What follows belongs to an exercise in optimizing a design on an open flow for small area and a short achievable clock period; a production flow would make more cautious choices.
For this run, only the layout was checked, not whether the RTL still works.
Power is estimated from default activity; no workload was simulated.

$ cat flow/run.sh
#!/bin/bash
# synth_recipe.tcl (not shown) runs the flow's synth.tcl, then flattens the netlist and writes it again
# the make line also repeats each setting of config.mk as NAME=value (left out here)
make -C /OpenROAD-flow-scripts/flow DESIGN_CONFIG=/design/flow/config.mk WORK_HOME=/design/flow/orfs CLKGATE_MAP_FILE= SYNTH_SCRIPT=/design/flow/synth_recipe.tcl finish
$ cat flow/config.mk
export PLATFORM = sky130hd
export DESIGN_NAME = FSA
export DESIGN_NICKNAME = FSA
export VERILOG_FILES = /design/flow/design.v
export SDC_FILE = /design/flow/constraint.sdc
export NUM_CORES = 4
export LEC_CHECK = 0
export CAP_MARGIN = 20
export CORE_MARGIN = 2
export CORE_UTILIZATION = 40
export SLEW_MARGIN = 20
export SYNTH_HIERARCHICAL = 1
$ cat flow/constraint.sdc
create_clock -name core_clock -period 10.0 [get_ports {clk}]
set_input_delay 2.0000 -clock core_clock [delete_from_list [all_inputs] [get_ports {clk}]]
set_output_delay 2.0000 -clock core_clock [all_outputs]
set_load 0.01 [all_outputs]
$ cat flow/design.v
module FSA(clk, rst, Multiplicand, Multiplier, Result);
  input clk, rst;
  input [11:0] Multiplicand;
  input [11:0] Multiplier;
  output reg [23:0] Result;
  wire pp1;
  wire pp2;
  wire pp3;
  wire pp4;
  wire pp5;
  wire pp6;
  wire pp7;
  wire pp8;
  wire pp9;
  wire pp10;
  wire pp11;
  wire pp12;
  wire pp13;
  wire pp14;
  wire pp15;
  wire pp16;
  wire pp17;
  wire pp18;
  wire pp19;
  wire pp20;
  wire pp21;
  wire pp22;
  wire pp23;
  wire pp24;
  wire pp25;
  wire pp26;
  wire pp27;
  wire pp28;
  wire pp29;
  wire pp30;
  wire pp31;
  wire pp32;
  wire pp33;
  wire pp34;
  wire pp35;
  wire pp36;
  wire pp37;
  wire pp38;
  wire pp39;
  wire pp40;
  wire pp41;
  wire pp42;
  wire pp43;
  wire pp44;
  wire pp45;
  wire pp46;
  wire pp47;
  wire pp48;
  wire pp49;
  wire pp50;
  wire pp51;
  wire pp52;
  wire pp53;
  wire pp54;
  wire pp55;
  wire pp56;
  wire pp57;
  wire pp58;
  wire pp59;
  wire pp60;
  wire pp61;
  wire pp62;
  wire pp63;
  wire pp64;
  wire pp65;
  wire pp66;
  wire pp67;
  wire pp68;
  wire pp69;
  wire pp70;
  wire pp71;
  wire pp72;
  wire pp73;
  wire pp74;
  wire pp75;
  wire pp76;
  wire pp77;
  wire pp78;
  wire pp79;
  wire pp80;
  wire pp81;
  wire pp82;
  wire pp83;
  wire pp84;
  wire pp85;
  wire pp86;
  wire pp87;
  wire pp88;
  wire pp89;
  wire pp90;
  wire pp91;
  wire pp92;
  wire pp93;
  wire pp94;
  wire pp95;
  wire pp96;
  wire pp97;
  wire pp98;
  wire pp99;
  wire pp100;
  wire pp101;
  wire pp102;
  wire pp103;
  wire pp104;
  wire pp105;
  wire pp106;
  wire pp107;
  wire pp108;
  wire pp109;
  wire pp110;
  wire pp111;
  wire pp112;
  wire pp113;
  wire pp114;
  wire pp115;
  wire pp116;
  wire pp117;
  wire pp118;
  wire pp119;
  wire pp120;
  wire pp121;
  wire pp122;
  wire pp123;
  wire pp124;
  wire pp125;
  wire pp126;
  wire pp127;
  wire pp128;
  wire pp129;
  wire pp130;
  wire pp131;
  wire pp132;
  wire pp133;
  wire pp134;
  wire pp135;
  wire pp136;
  wire pp137;
  wire pp138;
  wire pp139;
  wire pp140;
  wire pp141;
  wire pp142;
  wire pp143;
  wire pp144;
  wire s145;
  wire c146;
  wire s147;
  wire c148;
  wire s149;
  wire c150;
  wire s151;
  wire c152;
  wire s153;
  wire c154;
  wire s155;
  wire c156;
  wire s157;
  wire c158;
  wire s159;
  wire c160;
  wire s161;
  wire c162;
  wire s163;
  wire c164;
  wire s165;
  wire c166;
  wire s167;
  wire c168;
  wire s169;
  wire c170;
  wire s171;
  wire c172;
  wire s173;
  wire c174;
  wire s175;
  wire c176;
  wire s177;
  wire c178;
  wire s179;
  wire c180;
  wire s181;
  wire c182;
  wire s183;
  wire c184;
  wire s185;
  wire c186;
  wire s187;
  wire c188;
  wire s189;
  wire c190;
  wire s191;
  wire c192;
  wire s193;
  wire c194;
  wire s195;
  wire c196;
  wire s197;
  wire c198;
  wire s199;
  wire c200;
  wire s201;
  wire c202;
  wire s203;
  wire c204;
  wire s205;
  wire c206;
  wire s207;
  wire c208;
  wire s209;
  wire c210;
  wire s211;
  wire c212;
  wire s213;
  wire c214;
  wire s215;
  wire c216;
  wire s217;
  wire c218;
  wire s219;
  wire c220;
  wire s221;
  wire c222;
  wire s223;
  wire c224;
  wire s225;
  wire c226;
  wire s227;
  wire c228;
  wire s229;
  wire c230;
  wire s231;
  wire c232;
  wire s233;
  wire c234;
  wire s235;
  wire c236;
  wire s237;
  wire c238;
  wire s239;
  wire c240;
  wire s241;
  wire c242;
  wire s243;
  wire c244;
  wire s245;
  wire c246;
  wire s247;
  wire c248;
  wire s249;
  wire c250;
  wire s251;
  wire c252;
  wire s253;
  wire c254;
  wire s255;
  wire c256;
  wire s257;
  wire c258;
  wire s259;
  wire c260;
  wire s261;
  wire c262;
  wire s263;
  wire c264;
  wire s265;
  wire c266;
  wire s267;
  wire c268;
  wire s269;
  wire c270;
  wire s271;
  wire c272;
  wire s273;
  wire c274;
  wire s275;
  wire c276;
  wire s277;
  wire c278;
  wire s279;
  wire c280;
  wire s281;
  wire c282;
  wire s283;
  wire c284;
  wire s285;
  wire c286;
  wire s287;
  wire c288;
  wire s289;
  wire c290;
  wire s291;
  wire c292;
  wire s293;
  wire c294;
  wire s295;
  wire c296;
  wire s297;
  wire c298;
  wire s299;
  wire c300;
  wire s301;
  wire c302;
  wire s303;
  wire c304;
  wire s305;
  wire c306;
  wire s307;
  wire c308;
  wire s309;
  wire c310;
  wire s311;
  wire c312;
  wire s313;
  wire c314;
  wire s315;
  wire c316;
  wire s317;
  wire c318;
  wire s319;
  wire c320;
  wire s321;
  wire c322;
  wire s323;
  wire c324;
  wire s325;
  wire c326;
  wire s327;
  wire c328;
  wire s329;
  wire c330;
  wire s331;
  wire c332;
  wire s333;
  wire c334;
  wire s335;
  wire c336;
  wire s337;
  wire c338;
  wire s339;
  wire c340;
  wire s341;
  wire c342;
  wire s343;
  wire c344;
  wire s345;
  wire c346;
  wire s347;
  wire c348;
  wire s349;
  wire c350;
  wire s351;
  wire c352;
  wire s353;
  wire c354;
  wire s355;
  wire c356;
  wire s357;
  wire c358;
  wire s359;
  wire c360;
  wire s361;
  wire c362;
  wire s363;
  wire c364;
  wire g365;
  wire p366;
  wire g367;
  wire p368;
  wire g369;
  wire p370;
  wire g371;
  wire p372;
  wire g373;
  wire p374;
  wire g375;
  wire p376;
  wire g377;
  wire p378;
  wire g379;
  wire p380;
  wire g381;
  wire p382;
  wire g383;
  wire p384;
  wire g385;
  wire p386;
  wire g387;
  wire p388;
  wire g389;
  wire p390;
  wire g391;
  wire p392;
  wire g393;
  wire p394;
  wire g395;
  wire p396;
  wire g397;
  wire p398;
  wire g399;
  wire p400;
  wire g401;
  wire p402;
  wire g403;
  wire p404;
  wire g405;
  wire p406;
  wire g407;
  wire p408;
  wire g409;
  wire p410;
  wire G411;
  wire P412;
  wire G413;
  wire P414;
  wire G415;
  wire P416;
  wire G417;
  wire P418;
  wire G419;
  wire P420;
  wire G421;
  wire P422;
  wire G423;
  wire P424;
  wire G425;
  wire P426;
  wire G427;
  wire P428;
  wire G429;
  wire P430;
  wire G431;
  wire P432;
  wire G433;
  wire P434;
  wire G435;
  wire P436;
  wire G437;
  wire P438;
  wire G439;
  wire P440;
  wire G441;
  wire P442;
  wire G443;
  wire P444;
  wire G445;
  wire P446;
  wire G447;
  wire P448;
  wire G449;
  wire P450;
  wire G451;
  wire P452;
  wire G453;
  wire P454;
  wire G455;
  wire P456;
  wire G457;
  wire P458;
  wire G459;
  wire P460;
  wire G461;
  wire P462;
  wire G463;
  wire P464;
  wire G465;
  wire P466;
  wire G467;
  wire P468;
  wire G469;
  wire P470;
  wire G471;
  wire P472;
  wire G473;
  wire P474;
  wire G475;
  wire P476;
  wire G477;
  wire P478;
  wire G479;
  wire P480;
  wire G481;
  wire P482;
  wire G483;
  wire P484;
  wire G485;
  wire P486;
  wire G487;
  wire P488;
  wire G489;
  wire P490;
  wire G491;
  wire P492;
  wire G493;
  wire P494;
  wire G495;
  wire P496;
  wire G497;
  wire P498;
  wire G499;
  wire P500;
  wire G501;
  wire P502;
  wire G503;
  wire P504;
  wire G505;
  wire P506;
  wire fs507;
  wire fs508;
  wire fs509;
  wire fs510;
  wire fs511;
  wire fs512;
  wire fs513;
  wire fs514;
  wire fs515;
  wire fs516;
  wire fs517;
  wire fs518;
  wire fs519;
  wire fs520;
  wire fs521;
  wire fs522;
  wire fs523;
  wire fs524;
  wire fs525;
  wire fs526;
  wire fs527;
  wire fs528;
  wire fs529;
  assign pp1 = ~(Multiplicand[0] & Multiplier[0]);
  assign pp2 = ~(Multiplicand[0] & Multiplier[1]);
  assign pp3 = ~(Multiplicand[0] & Multiplier[2]);
  assign pp4 = ~(Multiplicand[0] & Multiplier[3]);
  assign pp5 = ~(Multiplicand[0] & Multiplier[4]);
  assign pp6 = ~(Multiplicand[0] & Multiplier[5]);
  assign pp7 = ~(Multiplicand[0] & Multiplier[6]);
  assign pp8 = ~(Multiplicand[0] & Multiplier[7]);
  assign pp9 = ~(Multiplicand[0] & Multiplier[8]);
  assign pp10 = ~(Multiplicand[0] & Multiplier[9]);
  assign pp11 = ~(Multiplicand[0] & Multiplier[10]);
  assign pp12 = ~(~(Multiplicand[0] & Multiplier[11]));
  assign pp13 = ~(Multiplicand[1] & Multiplier[0]);
  assign pp14 = ~(Multiplicand[1] & Multiplier[1]);
  assign pp15 = ~(Multiplicand[1] & Multiplier[2]);
  assign pp16 = ~(Multiplicand[1] & Multiplier[3]);
  assign pp17 = ~(Multiplicand[1] & Multiplier[4]);
  assign pp18 = ~(Multiplicand[1] & Multiplier[5]);
  assign pp19 = ~(Multiplicand[1] & Multiplier[6]);
  assign pp20 = ~(Multiplicand[1] & Multiplier[7]);
  assign pp21 = ~(Multiplicand[1] & Multiplier[8]);
  assign pp22 = ~(Multiplicand[1] & Multiplier[9]);
  assign pp23 = ~(Multiplicand[1] & Multiplier[10]);
  assign pp24 = ~(~(Multiplicand[1] & Multiplier[11]));
  assign pp25 = ~(Multiplicand[2] & Multiplier[0]);
  assign pp26 = ~(Multiplicand[2] & Multiplier[1]);
  assign pp27 = ~(Multiplicand[2] & Multiplier[2]);
  assign pp28 = ~(Multiplicand[2] & Multiplier[3]);
  assign pp29 = ~(Multiplicand[2] & Multiplier[4]);
  assign pp30 = ~(Multiplicand[2] & Multiplier[5]);
  assign pp31 = ~(Multiplicand[2] & Multiplier[6]);
  assign pp32 = ~(Multiplicand[2] & Multiplier[7]);
  assign pp33 = ~(Multiplicand[2] & Multiplier[8]);
  assign pp34 = ~(Multiplicand[2] & Multiplier[9]);
  assign pp35 = ~(Multiplicand[2] & Multiplier[10]);
  assign pp36 = ~(~(Multiplicand[2] & Multiplier[11]));
  assign pp37 = ~(Multiplicand[3] & Multiplier[0]);
  assign pp38 = ~(Multiplicand[3] & Multiplier[1]);
  assign pp39 = ~(Multiplicand[3] & Multiplier[2]);
  assign pp40 = ~(Multiplicand[3] & Multiplier[3]);
  assign pp41 = ~(Multiplicand[3] & Multiplier[4]);
  assign pp42 = ~(Multiplicand[3] & Multiplier[5]);
  assign pp43 = ~(Multiplicand[3] & Multiplier[6]);
  assign pp44 = ~(Multiplicand[3] & Multiplier[7]);
  assign pp45 = ~(Multiplicand[3] & Multiplier[8]);
  assign pp46 = ~(Multiplicand[3] & Multiplier[9]);
  assign pp47 = ~(Multiplicand[3] & Multiplier[10]);
  assign pp48 = ~(~(Multiplicand[3] & Multiplier[11]));
  assign pp49 = ~(Multiplicand[4] & Multiplier[0]);
  assign pp50 = ~(Multiplicand[4] & Multiplier[1]);
  assign pp51 = ~(Multiplicand[4] & Multiplier[2]);
  assign pp52 = ~(Multiplicand[4] & Multiplier[3]);
  assign pp53 = ~(Multiplicand[4] & Multiplier[4]);
  assign pp54 = ~(Multiplicand[4] & Multiplier[5]);
  assign pp55 = ~(Multiplicand[4] & Multiplier[6]);
  assign pp56 = ~(Multiplicand[4] & Multiplier[7]);
  assign pp57 = ~(Multiplicand[4] & Multiplier[8]);
  assign pp58 = ~(Multiplicand[4] & Multiplier[9]);
  assign pp59 = ~(Multiplicand[4] & Multiplier[10]);
  assign pp60 = ~(~(Multiplicand[4] & Multiplier[11]));
  assign pp61 = ~(Multiplicand[5] & Multiplier[0]);
  assign pp62 = ~(Multiplicand[5] & Multiplier[1]);
  assign pp63 = ~(Multiplicand[5] & Multiplier[2]);
  assign pp64 = ~(Multiplicand[5] & Multiplier[3]);
  assign pp65 = ~(Multiplicand[5] & Multiplier[4]);
  assign pp66 = ~(Multiplicand[5] & Multiplier[5]);
  assign pp67 = ~(Multiplicand[5] & Multiplier[6]);
  assign pp68 = ~(Multiplicand[5] & Multiplier[7]);
  assign pp69 = ~(Multiplicand[5] & Multiplier[8]);
  assign pp70 = ~(Multiplicand[5] & Multiplier[9]);
  assign pp71 = ~(Multiplicand[5] & Multiplier[10]);
  assign pp72 = ~(~(Multiplicand[5] & Multiplier[11]));
  assign pp73 = ~(Multiplicand[6] & Multiplier[0]);
  assign pp74 = ~(Multiplicand[6] & Multiplier[1]);
  assign pp75 = ~(Multiplicand[6] & Multiplier[2]);
  assign pp76 = ~(Multiplicand[6] & Multiplier[3]);
  assign pp77 = ~(Multiplicand[6] & Multiplier[4]);
  assign pp78 = ~(Multiplicand[6] & Multiplier[5]);
  assign pp79 = ~(Multiplicand[6] & Multiplier[6]);
  assign pp80 = ~(Multiplicand[6] & Multiplier[7]);
  assign pp81 = ~(Multiplicand[6] & Multiplier[8]);
  assign pp82 = ~(Multiplicand[6] & Multiplier[9]);
  assign pp83 = ~(Multiplicand[6] & Multiplier[10]);
  assign pp84 = ~(~(Multiplicand[6] & Multiplier[11]));
  assign pp85 = ~(Multiplicand[7] & Multiplier[0]);
  assign pp86 = ~(Multiplicand[7] & Multiplier[1]);
  assign pp87 = ~(Multiplicand[7] & Multiplier[2]);
  assign pp88 = ~(Multiplicand[7] & Multiplier[3]);
  assign pp89 = ~(Multiplicand[7] & Multiplier[4]);
  assign pp90 = ~(Multiplicand[7] & Multiplier[5]);
  assign pp91 = ~(Multiplicand[7] & Multiplier[6]);
  assign pp92 = ~(Multiplicand[7] & Multiplier[7]);
  assign pp93 = ~(Multiplicand[7] & Multiplier[8]);
  assign pp94 = ~(Multiplicand[7] & Multiplier[9]);
  assign pp95 = ~(Multiplicand[7] & Multiplier[10]);
  assign pp96 = ~(~(Multiplicand[7] & Multiplier[11]));
  assign pp97 = ~(Multiplicand[8] & Multiplier[0]);
  assign pp98 = ~(Multiplicand[8] & Multiplier[1]);
  assign pp99 = ~(Multiplicand[8] & Multiplier[2]);
  assign pp100 = ~(Multiplicand[8] & Multiplier[3]);
  assign pp101 = ~(Multiplicand[8] & Multiplier[4]);
  assign pp102 = ~(Multiplicand[8] & Multiplier[5]);
  assign pp103 = ~(Multiplicand[8] & Multiplier[6]);
  assign pp104 = ~(Multiplicand[8] & Multiplier[7]);
  assign pp105 = ~(Multiplicand[8] & Multiplier[8]);
  assign pp106 = ~(Multiplicand[8] & Multiplier[9]);
  assign pp107 = ~(Multiplicand[8] & Multiplier[10]);
  assign pp108 = ~(~(Multiplicand[8] & Multiplier[11]));
  assign pp109 = ~(Multiplicand[9] & Multiplier[0]);
  assign pp110 = ~(Multiplicand[9] & Multiplier[1]);
  assign pp111 = ~(Multiplicand[9] & Multiplier[2]);
  assign pp112 = ~(Multiplicand[9] & Multiplier[3]);
  assign pp113 = ~(Multiplicand[9] & Multiplier[4]);
  assign pp114 = ~(Multiplicand[9] & Multiplier[5]);
  assign pp115 = ~(Multiplicand[9] & Multiplier[6]);
  assign pp116 = ~(Multiplicand[9] & Multiplier[7]);
  assign pp117 = ~(Multiplicand[9] & Multiplier[8]);
  assign pp118 = ~(Multiplicand[9] & Multiplier[9]);
  assign pp119 = ~(Multiplicand[9] & Multiplier[10]);
  assign pp120 = ~(~(Multiplicand[9] & Multiplier[11]));
  assign pp121 = ~(Multiplicand[10] & Multiplier[0]);
  assign pp122 = ~(Multiplicand[10] & Multiplier[1]);
  assign pp123 = ~(Multiplicand[10] & Multiplier[2]);
  assign pp124 = ~(Multiplicand[10] & Multiplier[3]);
  assign pp125 = ~(Multiplicand[10] & Multiplier[4]);
  assign pp126 = ~(Multiplicand[10] & Multiplier[5]);
  assign pp127 = ~(Multiplicand[10] & Multiplier[6]);
  assign pp128 = ~(Multiplicand[10] & Multiplier[7]);
  assign pp129 = ~(Multiplicand[10] & Multiplier[8]);
  assign pp130 = ~(Multiplicand[10] & Multiplier[9]);
  assign pp131 = ~(Multiplicand[10] & Multiplier[10]);
  assign pp132 = ~(~(Multiplicand[10] & Multiplier[11]));
  assign pp133 = ~(~(Multiplicand[11] & Multiplier[0]));
  assign pp134 = ~(~(Multiplicand[11] & Multiplier[1]));
  assign pp135 = ~(~(Multiplicand[11] & Multiplier[2]));
  assign pp136 = ~(~(Multiplicand[11] & Multiplier[3]));
  assign pp137 = ~(~(Multiplicand[11] & Multiplier[4]));
  assign pp138 = ~(~(Multiplicand[11] & Multiplier[5]));
  assign pp139 = ~(~(Multiplicand[11] & Multiplier[6]));
  assign pp140 = ~(~(Multiplicand[11] & Multiplier[7]));
  assign pp141 = ~(~(Multiplicand[11] & Multiplier[8]));
  assign pp142 = ~(~(Multiplicand[11] & Multiplier[9]));
  assign pp143 = ~(~(Multiplicand[11] & Multiplier[10]));
  assign pp144 = ~(Multiplicand[11] & Multiplier[11]);
  IHA us145 (.an(pp3), .bn(pp14), .sn(s145), .con(c146));
  FA us147 (.a(pp4), .b(pp15), .c(pp26), .s(s147), .co(c148));
  IHA us149 (.an(pp37), .bn(c146), .sn(s149), .con(c150));
  FA us151 (.a(pp5), .b(pp16), .c(pp27), .s(s151), .co(c152));
  FA us153 (.a(pp38), .b(pp49), .c(c148), .s(s153), .co(c154));
  IHA us155 (.an(c150), .bn(s151), .sn(s155), .con(c156));
  FA us157 (.a(pp6), .b(pp17), .c(pp28), .s(s157), .co(c158));
  FA us159 (.a(pp39), .b(pp50), .c(pp61), .s(s159), .co(c160));
  FA us161 (.a(c152), .b(s157), .c(s159), .s(s161), .co(c162));
  IHA us163 (.an(c156), .bn(c154), .sn(s163), .con(c164));
  FA us165 (.a(pp7), .b(pp18), .c(pp29), .s(s165), .co(c166));
  FA us167 (.a(pp40), .b(pp51), .c(pp62), .s(s167), .co(c168));
  FA us169 (.a(pp73), .b(c158), .c(c160), .s(s169), .co(c170));
  FA us171 (.a(s165), .b(s167), .c(c162), .s(s171), .co(c172));
  IHA us173 (.an(s169), .bn(c164), .sn(s173), .con(c174));
  FA us175 (.a(pp8), .b(pp19), .c(pp30), .s(s175), .co(c176));
  FA us177 (.a(pp41), .b(pp52), .c(pp63), .s(s177), .co(c178));
  FA us179 (.a(pp74), .b(pp85), .c(c166), .s(s179), .co(c180));
  FA us181 (.a(c168), .b(s175), .c(s177), .s(s181), .co(c182));
  FA us183 (.a(c170), .b(s179), .c(s181), .s(s183), .co(c184));
  IHA us185 (.an(c174), .bn(c172), .sn(s185), .con(c186));
  FA us187 (.a(pp9), .b(pp20), .c(pp31), .s(s187), .co(c188));
  FA us189 (.a(pp42), .b(pp53), .c(pp64), .s(s189), .co(c190));
  FA us191 (.a(pp75), .b(pp86), .c(pp97), .s(s191), .co(c192));
  FA us193 (.a(c176), .b(c178), .c(s187), .s(s193), .co(c194));
  FA us195 (.a(s189), .b(s191), .c(c180), .s(s195), .co(c196));
  FA us197 (.a(c182), .b(s193), .c(s195), .s(s197), .co(c198));
  IHA us199 (.an(c184), .bn(c186), .sn(s199), .con(c200));
  FA us201 (.a(pp10), .b(pp21), .c(pp32), .s(s201), .co(c202));
  FA us203 (.a(pp43), .b(pp54), .c(pp65), .s(s203), .co(c204));
  FA us205 (.a(pp76), .b(pp87), .c(pp98), .s(s205), .co(c206));
  FA us207 (.a(pp109), .b(c188), .c(c190), .s(s207), .co(c208));
  FA us209 (.a(c192), .b(s201), .c(s203), .s(s209), .co(c210));
  FA us211 (.a(s205), .b(c194), .c(s207), .s(s211), .co(c212));
  FA us213 (.a(s209), .b(c196), .c(s211), .s(s213), .co(c214));
  IHA us215 (.an(c200), .bn(c198), .sn(s215), .con(c216));
  FA us217 (.a(pp11), .b(pp22), .c(pp33), .s(s217), .co(c218));
  FA us219 (.a(pp44), .b(pp55), .c(pp66), .s(s219), .co(c220));
  FA us221 (.a(pp77), .b(pp88), .c(pp99), .s(s221), .co(c222));
  FA us223 (.a(pp110), .b(pp121), .c(c202), .s(s223), .co(c224));
  FA us225 (.a(c204), .b(c206), .c(s217), .s(s225), .co(c226));
  FA us227 (.a(s219), .b(s221), .c(c208), .s(s227), .co(c228));
  FA us229 (.a(c210), .b(s223), .c(s225), .s(s229), .co(c230));
  FA us231 (.a(c212), .b(s227), .c(s229), .s(s231), .co(c232));
  IHA us233 (.an(c214), .bn(s231), .sn(s233), .con(c234));
  FA us235 (.a(pp12), .b(pp23), .c(pp34), .s(s235), .co(c236));
  FA us237 (.a(pp45), .b(pp56), .c(pp67), .s(s237), .co(c238));
  FA us239 (.a(pp78), .b(pp89), .c(pp100), .s(s239), .co(c240));
  FA us241 (.a(pp111), .b(pp122), .c(pp133), .s(s241), .co(c242));
  FA us243 (.a(c218), .b(c220), .c(c222), .s(s243), .co(c244));
  FA us245 (.a(s235), .b(s237), .c(s239), .s(s245), .co(c246));
  FA us247 (.a(s241), .b(c224), .c(c226), .s(s247), .co(c248));
  FA us249 (.a(s243), .b(s245), .c(c228), .s(s249), .co(c250));
  FA us251 (.a(s247), .b(c230), .c(s249), .s(s251), .co(c252));
  IHA us253 (.an(c232), .bn(c234), .sn(s253), .con(c254));
  HA us255 (.a(pp24), .b(pp35), .s(s255), .co(c256));
  FA us257 (.a(pp46), .b(pp57), .c(pp68), .s(s257), .co(c258));
  FA us259 (.a(pp79), .b(pp90), .c(pp101), .s(s259), .co(c260));
  FA us261 (.a(pp112), .b(pp123), .c(pp134), .s(s261), .co(c262));
  FA us263 (.a(s255), .b(c236), .c(c238), .s(s263), .co(c264));
  FA us265 (.a(c240), .b(c242), .c(s257), .s(s265), .co(c266));
  FA us267 (.a(s259), .b(s261), .c(c244), .s(s267), .co(c268));
  FA us269 (.a(c246), .b(s263), .c(s265), .s(s269), .co(c270));
  FA us271 (.a(c248), .b(s267), .c(s269), .s(s271), .co(c272));
  FA us273 (.a(c250), .b(s271), .c(c252), .s(s273), .co(c274));
  FA us275 (.a(pp36), .b(pp47), .c(pp58), .s(s275), .co(c276));
  FA us277 (.a(pp69), .b(pp80), .c(pp91), .s(s277), .co(c278));
  FA us279 (.a(pp102), .b(pp113), .c(pp124), .s(s279), .co(c280));
  FA us281 (.a(pp135), .b(c256), .c(c258), .s(s281), .co(c282));
  FA us283 (.a(c260), .b(c262), .c(s275), .s(s283), .co(c284));
  FA us285 (.a(s277), .b(s279), .c(c264), .s(s285), .co(c286));
  FA us287 (.a(c266), .b(s281), .c(s283), .s(s287), .co(c288));
  FA us289 (.a(c268), .b(s285), .c(c270), .s(s289), .co(c290));
  FA us291 (.a(s287), .b(c272), .c(s289), .s(s291), .co(c292));
  FA us293 (.a(pp48), .b(pp59), .c(pp70), .s(s293), .co(c294));
  FA us295 (.a(pp81), .b(pp92), .c(pp103), .s(s295), .co(c296));
  FA us297 (.a(pp114), .b(pp125), .c(pp136), .s(s297), .co(c298));
  FA us299 (.a(c276), .b(c278), .c(c280), .s(s299), .co(c300));
  FA us301 (.a(s293), .b(s295), .c(s297), .s(s301), .co(c302));
  FA us303 (.a(c282), .b(c284), .c(s299), .s(s303), .co(c304));
  FA us305 (.a(s301), .b(c286), .c(s303), .s(s305), .co(c306));
  FA us307 (.a(c288), .b(c290), .c(s305), .s(s307), .co(c308));
  FA us309 (.a(pp60), .b(pp71), .c(pp82), .s(s309), .co(c310));
  FA us311 (.a(pp93), .b(pp104), .c(pp115), .s(s311), .co(c312));
  FA us313 (.a(pp126), .b(pp137), .c(c294), .s(s313), .co(c314));
  FA us315 (.a(c296), .b(c298), .c(s309), .s(s315), .co(c316));
  FA us317 (.a(s311), .b(c300), .c(c302), .s(s317), .co(c318));
  FA us319 (.a(s313), .b(s315), .c(c304), .s(s319), .co(c320));
  FA us321 (.a(s317), .b(s319), .c(c306), .s(s321), .co(c322));
  FA us323 (.a(pp72), .b(pp83), .c(pp94), .s(s323), .co(c324));
  FA us325 (.a(pp105), .b(pp116), .c(pp127), .s(s325), .co(c326));
  FA us327 (.a(pp138), .b(c310), .c(c312), .s(s327), .co(c328));
  FA us329 (.a(s323), .b(s325), .c(c314), .s(s329), .co(c330));
  FA us331 (.a(c316), .b(s327), .c(c318), .s(s331), .co(c332));
  FA us333 (.a(s329), .b(c320), .c(s331), .s(s333), .co(c334));
  FA us335 (.a(pp84), .b(pp95), .c(pp106), .s(s335), .co(c336));
  FA us337 (.a(pp117), .b(pp128), .c(pp139), .s(s337), .co(c338));
  FA us339 (.a(c324), .b(c326), .c(s335), .s(s339), .co(c340));
  FA us341 (.a(s337), .b(c328), .c(s339), .s(s341), .co(c342));
  FA us343 (.a(c330), .b(s341), .c(c332), .s(s343), .co(c344));
  FA us345 (.a(pp96), .b(pp107), .c(pp118), .s(s345), .co(c346));
  FA us347 (.a(pp129), .b(pp140), .c(c336), .s(s347), .co(c348));
  FA us349 (.a(c338), .b(s345), .c(c340), .s(s349), .co(c350));
  FA us351 (.a(s347), .b(s349), .c(c342), .s(s351), .co(c352));
  FA us353 (.a(pp108), .b(pp119), .c(pp130), .s(s353), .co(c354));
  FA us355 (.a(pp141), .b(c346), .c(s353), .s(s355), .co(c356));
  FA us357 (.a(c348), .b(s355), .c(c350), .s(s357), .co(c358));
  FA us359 (.a(pp120), .b(pp131), .c(pp142), .s(s359), .co(c360));
  FA us361 (.a(c354), .b(s359), .c(c356), .s(s361), .co(c362));
  FA us363 (.a(pp132), .b(pp143), .c(c360), .s(s363), .co(c364));
  assign g365 = ~pp2 & ~pp13;
  assign p366 = ~pp2 ^ ~pp13;
  assign g367 = ~pp25 & ~s145;
  assign p368 = ~pp25 ^ ~s145;
  assign g369 = ~s147 & ~s149;
  assign p370 = ~s147 ^ ~s149;
  assign g371 = ~s155 & ~s153;
  assign p372 = ~s155 ^ ~s153;
  assign g373 = ~s161 & ~s163;
  assign p374 = ~s161 ^ ~s163;
  assign g375 = ~s173 & ~s171;
  assign p376 = ~s173 ^ ~s171;
  assign g377 = ~s183 & ~s185;
  assign p378 = ~s183 ^ ~s185;
  assign g379 = ~s199 & ~s197;
  assign p380 = ~s199 ^ ~s197;
  assign g381 = ~s213 & ~s215;
  assign p382 = ~s213 ^ ~s215;
  assign g383 = ~c216 & ~s233;
  assign p384 = ~c216 ^ ~s233;
  assign g385 = ~s251 & ~s253;
  assign p386 = ~s251 ^ ~s253;
  assign g387 = ~c254 & ~s273;
  assign p388 = ~c254 ^ ~s273;
  assign g389 = ~s291 & ~c274;
  assign p390 = ~s291 ^ ~c274;
  assign g391 = ~c292 & ~s307;
  assign p392 = ~c292 ^ ~s307;
  assign g393 = ~c308 & ~s321;
  assign p394 = ~c308 ^ ~s321;
  assign g395 = ~c322 & ~s333;
  assign p396 = ~c322 ^ ~s333;
  assign g397 = ~c334 & ~s343;
  assign p398 = ~c334 ^ ~s343;
  assign g399 = ~s351 & ~c344;
  assign p400 = ~s351 ^ ~c344;
  assign g401 = ~s357 & ~c352;
  assign p402 = ~s357 ^ ~c352;
  assign g403 = ~s361 & ~c358;
  assign p404 = ~s361 ^ ~c358;
  assign g405 = ~s363 & ~c362;
  assign p406 = ~s363 ^ ~c362;
  assign g407 = ~pp144 & ~c364;
  assign p408 = ~pp144 ^ ~c364;
  assign g409 = 1'b1 & 1'b0;
  assign p410 = 1'b1 ^ 1'b0;
  assign G411 = g367 | (p368 & g365);
  assign P412 = p368 & p366;
  assign G413 = g371 | (p372 & g369);
  assign P414 = p372 & p370;
  assign G415 = g375 | (p376 & g373);
  assign P416 = p376 & p374;
  assign G417 = g379 | (p380 & g377);
  assign P418 = p380 & p378;
  assign G419 = g383 | (p384 & g381);
  assign P420 = p384 & p382;
  assign G421 = g387 | (p388 & g385);
  assign P422 = p388 & p386;
  assign G423 = g391 | (p392 & g389);
  assign P424 = p392 & p390;
  assign G425 = g395 | (p396 & g393);
  assign P426 = p396 & p394;
  assign G427 = g399 | (p400 & g397);
  assign P428 = p400 & p398;
  assign G429 = g403 | (p404 & g401);
  assign P430 = p404 & p402;
  assign G431 = g407 | (p408 & g405);
  assign P432 = p408 & p406;
  assign G433 = g369 | (p370 & G411);
  assign P434 = p370 & P412;
  assign G435 = G413 | (P414 & G411);
  assign P436 = P414 & P412;
  assign G437 = g377 | (p378 & G415);
  assign P438 = p378 & P416;
  assign G439 = G417 | (P418 & G415);
  assign P440 = P418 & P416;
  assign G441 = g385 | (p386 & G419);
  assign P442 = p386 & P420;
  assign G443 = G421 | (P422 & G419);
  assign P444 = P422 & P420;
  assign G445 = g393 | (p394 & G423);
  assign P446 = p394 & P424;
  assign G447 = G425 | (P426 & G423);
  assign P448 = P426 & P424;
  assign G449 = g401 | (p402 & G427);
  assign P450 = p402 & P428;
  assign G451 = G429 | (P430 & G427);
  assign P452 = P430 & P428;
  assign G453 = g409 | (p410 & G431);
  assign P454 = p410 & P432;
  assign G455 = g373 | (p374 & G435);
  assign P456 = p374 & P436;
  assign G457 = G415 | (P416 & G435);
  assign P458 = P416 & P436;
  assign G459 = G437 | (P438 & G435);
  assign P460 = P438 & P436;
  assign G461 = G439 | (P440 & G435);
  assign P462 = P440 & P436;
  assign G463 = g389 | (p390 & G443);
  assign P464 = p390 & P444;
  assign G465 = G423 | (P424 & G443);
  assign P466 = P424 & P444;
  assign G467 = G445 | (P446 & G443);
  assign P468 = P446 & P444;
  assign G469 = G447 | (P448 & G443);
  assign P470 = P448 & P444;
  assign G471 = g405 | (p406 & G451);
  assign P472 = p406 & P452;
  assign G473 = G431 | (P432 & G451);
  assign P474 = P432 & P452;
  assign G475 = G453 | (P454 & G451);
  assign P476 = P454 & P452;
  assign G477 = g381 | (p382 & G461);
  assign P478 = p382 & P462;
  assign G479 = G419 | (P420 & G461);
  assign P480 = P420 & P462;
  assign G481 = G441 | (P442 & G461);
  assign P482 = P442 & P462;
  assign G483 = G443 | (P444 & G461);
  assign P484 = P444 & P462;
  assign G485 = G463 | (P464 & G461);
  assign P486 = P464 & P462;
  assign G487 = G465 | (P466 & G461);
  assign P488 = P466 & P462;
  assign G489 = G467 | (P468 & G461);
  assign P490 = P468 & P462;
  assign G491 = G469 | (P470 & G461);
  assign P492 = P470 & P462;
  assign G493 = g397 | (p398 & G491);
  assign P494 = p398 & P492;
  assign G495 = G427 | (P428 & G491);
  assign P496 = P428 & P492;
  assign G497 = G449 | (P450 & G491);
  assign P498 = P450 & P492;
  assign G499 = G451 | (P452 & G491);
  assign P500 = P452 & P492;
  assign G501 = G471 | (P472 & G491);
  assign P502 = P472 & P492;
  assign G503 = G473 | (P474 & G491);
  assign P504 = P474 & P492;
  assign G505 = G475 | (P476 & G491);
  assign P506 = P476 & P492;
  assign fs507 = p366;
  assign fs508 = p368 ^ g365;
  assign fs509 = p370 ^ G411;
  assign fs510 = p372 ^ G433;
  assign fs511 = p374 ^ G435;
  assign fs512 = p376 ^ G455;
  assign fs513 = p378 ^ G457;
  assign fs514 = p380 ^ G459;
  assign fs515 = p382 ^ G461;
  assign fs516 = p384 ^ G477;
  assign fs517 = p386 ^ G479;
  assign fs518 = p388 ^ G481;
  assign fs519 = p390 ^ G483;
  assign fs520 = p392 ^ G485;
  assign fs521 = p394 ^ G487;
  assign fs522 = p396 ^ G489;
  assign fs523 = p398 ^ G491;
  assign fs524 = p400 ^ G493;
  assign fs525 = p402 ^ G495;
  assign fs526 = p404 ^ G497;
  assign fs527 = p406 ^ G499;
  assign fs528 = p408 ^ G501;
  assign fs529 = p410 ^ G503;
  wire [23:0] prod = {fs529, fs528, fs527, fs526, fs525, fs524, fs523, fs522, fs521, fs520, fs519, fs518, fs517, fs516, fs515, fs514, fs513, fs512, fs511, fs510, fs509, fs508, fs507, ~pp1};
  always @(posedge clk) begin
    if (rst)
      Result <= 24'd0;
    else
      Result <= prod;
  end
endmodule
module FA(a, b, c, s, co);
  input a, b, c;
  output s, co;
  assign s = a ^ b ^ c;
  assign co = (a & b) | (a & c) | (b & c);
endmodule
module HA(a, b, s, co);
  input a, b;
  output s, co;
  assign s = a ^ b;
  assign co = a & b;
endmodule
module IHA(an, bn, sn, con);
  input an, bn;
  output sn, con;
  assign sn = ~(an ^ bn);
  assign con = an | bn;
endmodule
==> summary.txt <==
Status
  • Status: no timing/DRC/antenna violations

Placed design
  • Hpwl dp: 9.02 mm
  • Worst slack at placement: 2580 ps
  • Inst Count DP: 683
  • DP Area: 5200 sq um
  • Port bufs: 49
  • GP Congestion: 0.887

Clock network
  • Cts hold-fix bufs: 0
  • Cts repair resizes: 0
  • Max Buffers Root-to-Sink: 2
  • Cts bufs inserted: 3
  • H-tree depth: 1
  • Setup bufs post-CTS: 0
  • CTS tree: done
  • CTS root buf: clkbuf_16
  • Clock transition at path regs: 60 ps
  • CTS Sinks: 24

Finish
  • Final instance area: 5310 sq um
  • Fin nets: 707
  • Biggest register: Result
  • Area Overhead vs Synth: 14.3%
  • Fin cells: 687
  • Largest registers: Result: 24 flops
  • Finished Core Util: 46.7%
  • Max reg flops: 24
  • Antenna cells: 0
  • Fraction of layout cells with a size suffix above 1: 2.39%

Die
  • Die Footprint: 12500 sq um
  • Ports: 50
  • Chip height: 112 um
  • Row cnt: 39
  • Core Region: 11400 sq um
  • Initial core utilization: 40.8%
  • Chip width: 112 um

Synth
  • Synth top area cells: fa_1, dfxtp_1, nand2_1
  • Multiplexer area fraction after synthesis: 0.242%
  • Post-synth EDFFs: 0
  • Sequential fraction of the synthesis area: 10.3%
  • Post-synthesis adder-cell area fraction: 53.4%
  • Number of synthesized register bits: 24
  • Post-Synth XOR/XNOR Area: 2.07%
  • Synth async-reset ratio: 0%
  • Simple-gate share of the synthesized area: 19.8%
  • Count of cell types in the netlist: 43
  • Commonest cells post-synth: nand2_1, fa_1, inv_1
  • Compound-Gate Fraction of Synth Area: 4.82%
  • Top FF cell, synth: dfxtp_1
  • Synthesized area: 4640 sq um
  • Share of Yosys cell area claimed by the top area cell type: 44.8%
  • Mapped Cells: 518
  • Synth Area per Inst: 8.97 sq um
  • Synth area leader: fa_1
  • Largest family of logic cells by synthesized area: adder cells
  • Count leader, synth: nand2_1
  • Synthesis Warnings: 7
  • Syn_nets: 680

Drt
  • Average wire per standard cell: 16.3 um
  • Via count: 3496
  • Drt drc: 0
  • DR pass1 iterations: 4
  • Vias/cell: 5.09
  • Initial DRC count: 170
  • Detail Route Antenna Nets: 0
  • Final WL: 11.2 mm

Timing
  • RSZ-0062 raised after global routing: false
  • Sum Neg Setup Slack: 0 ps
  • Fin worst setup slack: 2780 ps
  • Fmax: 138 MHz
  • Final Hold Fails: 0
  • Fin Hold WS: 2740 ps
  • Final setup vio count: 0
  • Tcrit/Tclk final: 72.2%
  • Max-slew headroom: 32.7%
  • Final min period: 7220 ps
  • Tightest Pin Transition: 1010 ps
  • Pins Over Slew Limit: 0

Global routing
  • Initial antenna violation count: 0
  • Largest net degree at the start of global routing: 32
  • Number of global-route vias before repair: 3883
  • GR Util All Layers: 19.2%
  • GRT Residual Overflow: 0
  • First-pass GRT wire length: 19.1 mm

Hold path
  • HP Class: input port to flip-flop

Setup path
  • Crit path capture: Result[18]
  • Worst setup startpoint: Multiplier[8]
  • Critical path endpoint category: flip-flop
  • CP Data Arrival Time: 7330 ps
  • Crit start category: input port
  • Setup Crit Path Kind: input port to flip-flop
  • Crit Path Max Fanout: 12
  • Required time of the worst setup path: 10110 ps

Power and ir drop
  • Pwr Density: 281 nW/um^2
  • Worst vdd ir: 0.234 mV
  • Lkg Pwr: 2.38 nW
  • Total Power: 1.49 mW

Run
  • Maxcap violations: 0
## Yosys stat by module, one instance, submodules excluded
module	flops+latches	copies in the design	cells
FSA	24	1	368
IHA	0	10	5
FA	0	99	1
HA	0	1	1
## logic make-up (layout without fill, tap and decap cells)
group	after synthesis	after routing
AOI/OAI and AO/OA	32	32
xor gates and xnor gates	11	11
buffers and inverters	112	138
DFF	24	24
muxes	1	1
and+or+nand+nor	202	202
adders and majority gates	136	136
## layer usage
metal	share of wire [%]	GRT usage, %
met1	40	24.1
met2	53	36.2
met3	5.4	2.29
met4	1.4	2.47
met5	0	0
## worst min path at each step
| stage | endpoint | slack, ps | cells past startpoint | start |
|---|---|---|---|---|
| 5_1_grt | Result[0] | 2770 | 3 | Multiplicand[0] |
| 3_3_place_gp | Result[9] | 2740 | 1 | Result[9] |
| 2_1_floorplan | Result[1] | 2220 | 2 | rst |
| 6_report | Result[0] | 2740 | 3 | Multiplicand[0] |
| 3_5_place_dp | Result[23] | 2740 | 1 | Result[23] |
| 4_1_cts | Result[0] | 2750 | 3 | Multiplicand[0] |
## where the power goes
part / internal (mW) / switching (mW) / total [mW]
clock: 0.0794 / 0.0307 / 0.110
combinational: 0.568 / 0.669 / 1.24
sequential: 0.139 / 0.00810 / 0.147
## cell usage in the layout (no fill, tap or decap), types with 3 or more instances in the layout
master	synthesis	routed
nor2_1	19	19
nor2b_1	6	6
fa_1	104	104
nor4b_1	4	4
clkdlybuf4s50_1	0	49
ha_1	32	32
a21oi_1	10	10
inv_1	84	84
a21o_1	4	4
xnor2_1	8	8
nand3_1	3	3
clkbuf_16	0	3
xor2_1	3	3
nor3_1	7	7
dfxtp_1	24	24
and2_1	26	26
nand2_1	124	124
## final cells by class
type	instances	area [sq um]
clock buffer	3	75.1
inverter	85	319
sequential	24	480
clock inverter	1	30.0
tap	143	179
fill	1091	6060
timing repair buffer	49	490
multi-input combinational	382	3730
## critical path, stage by stage
cell	delay, ps
clkdlybuf4s50_1	880
nand2_1	180
fa_1	470
fa_1	420
fa_1	390
fa_1	470
fa_1	400
fa_1	480
inv_1	40
ha_1	350
nor2_1	70
nor2_1	200
nand4_1	150
o211ai_2	130
inv_2	80
fa_1	380
xor2_1	160
nor2_1	50

## what the ideal ports hide
The results above use ideal ports. As a check the final layout listed here was re-extracted and re-timed, cells and wires unchanged.
Step 1 assumes that a clkbuf_16 drives the clock port and a buf_2 every other input.
Step 2, shift: input delay + t, output delay - t, t = (earliest + latest rising clock arrival at the registers) / 2. This alone moves slack from input paths to output paths.
Three values: ideal, step 1, step 2; two values: the first two.
shift t [ns]: 0.278
setup WS [ns]: 2.779 / 2.786 / 2.508
worst setup path after step 2: input to register
After both steps setup and hold are still met in this run. The setup slack of this run moves by +0.007 ns with the drivers and by -0.271 ns with both steps.
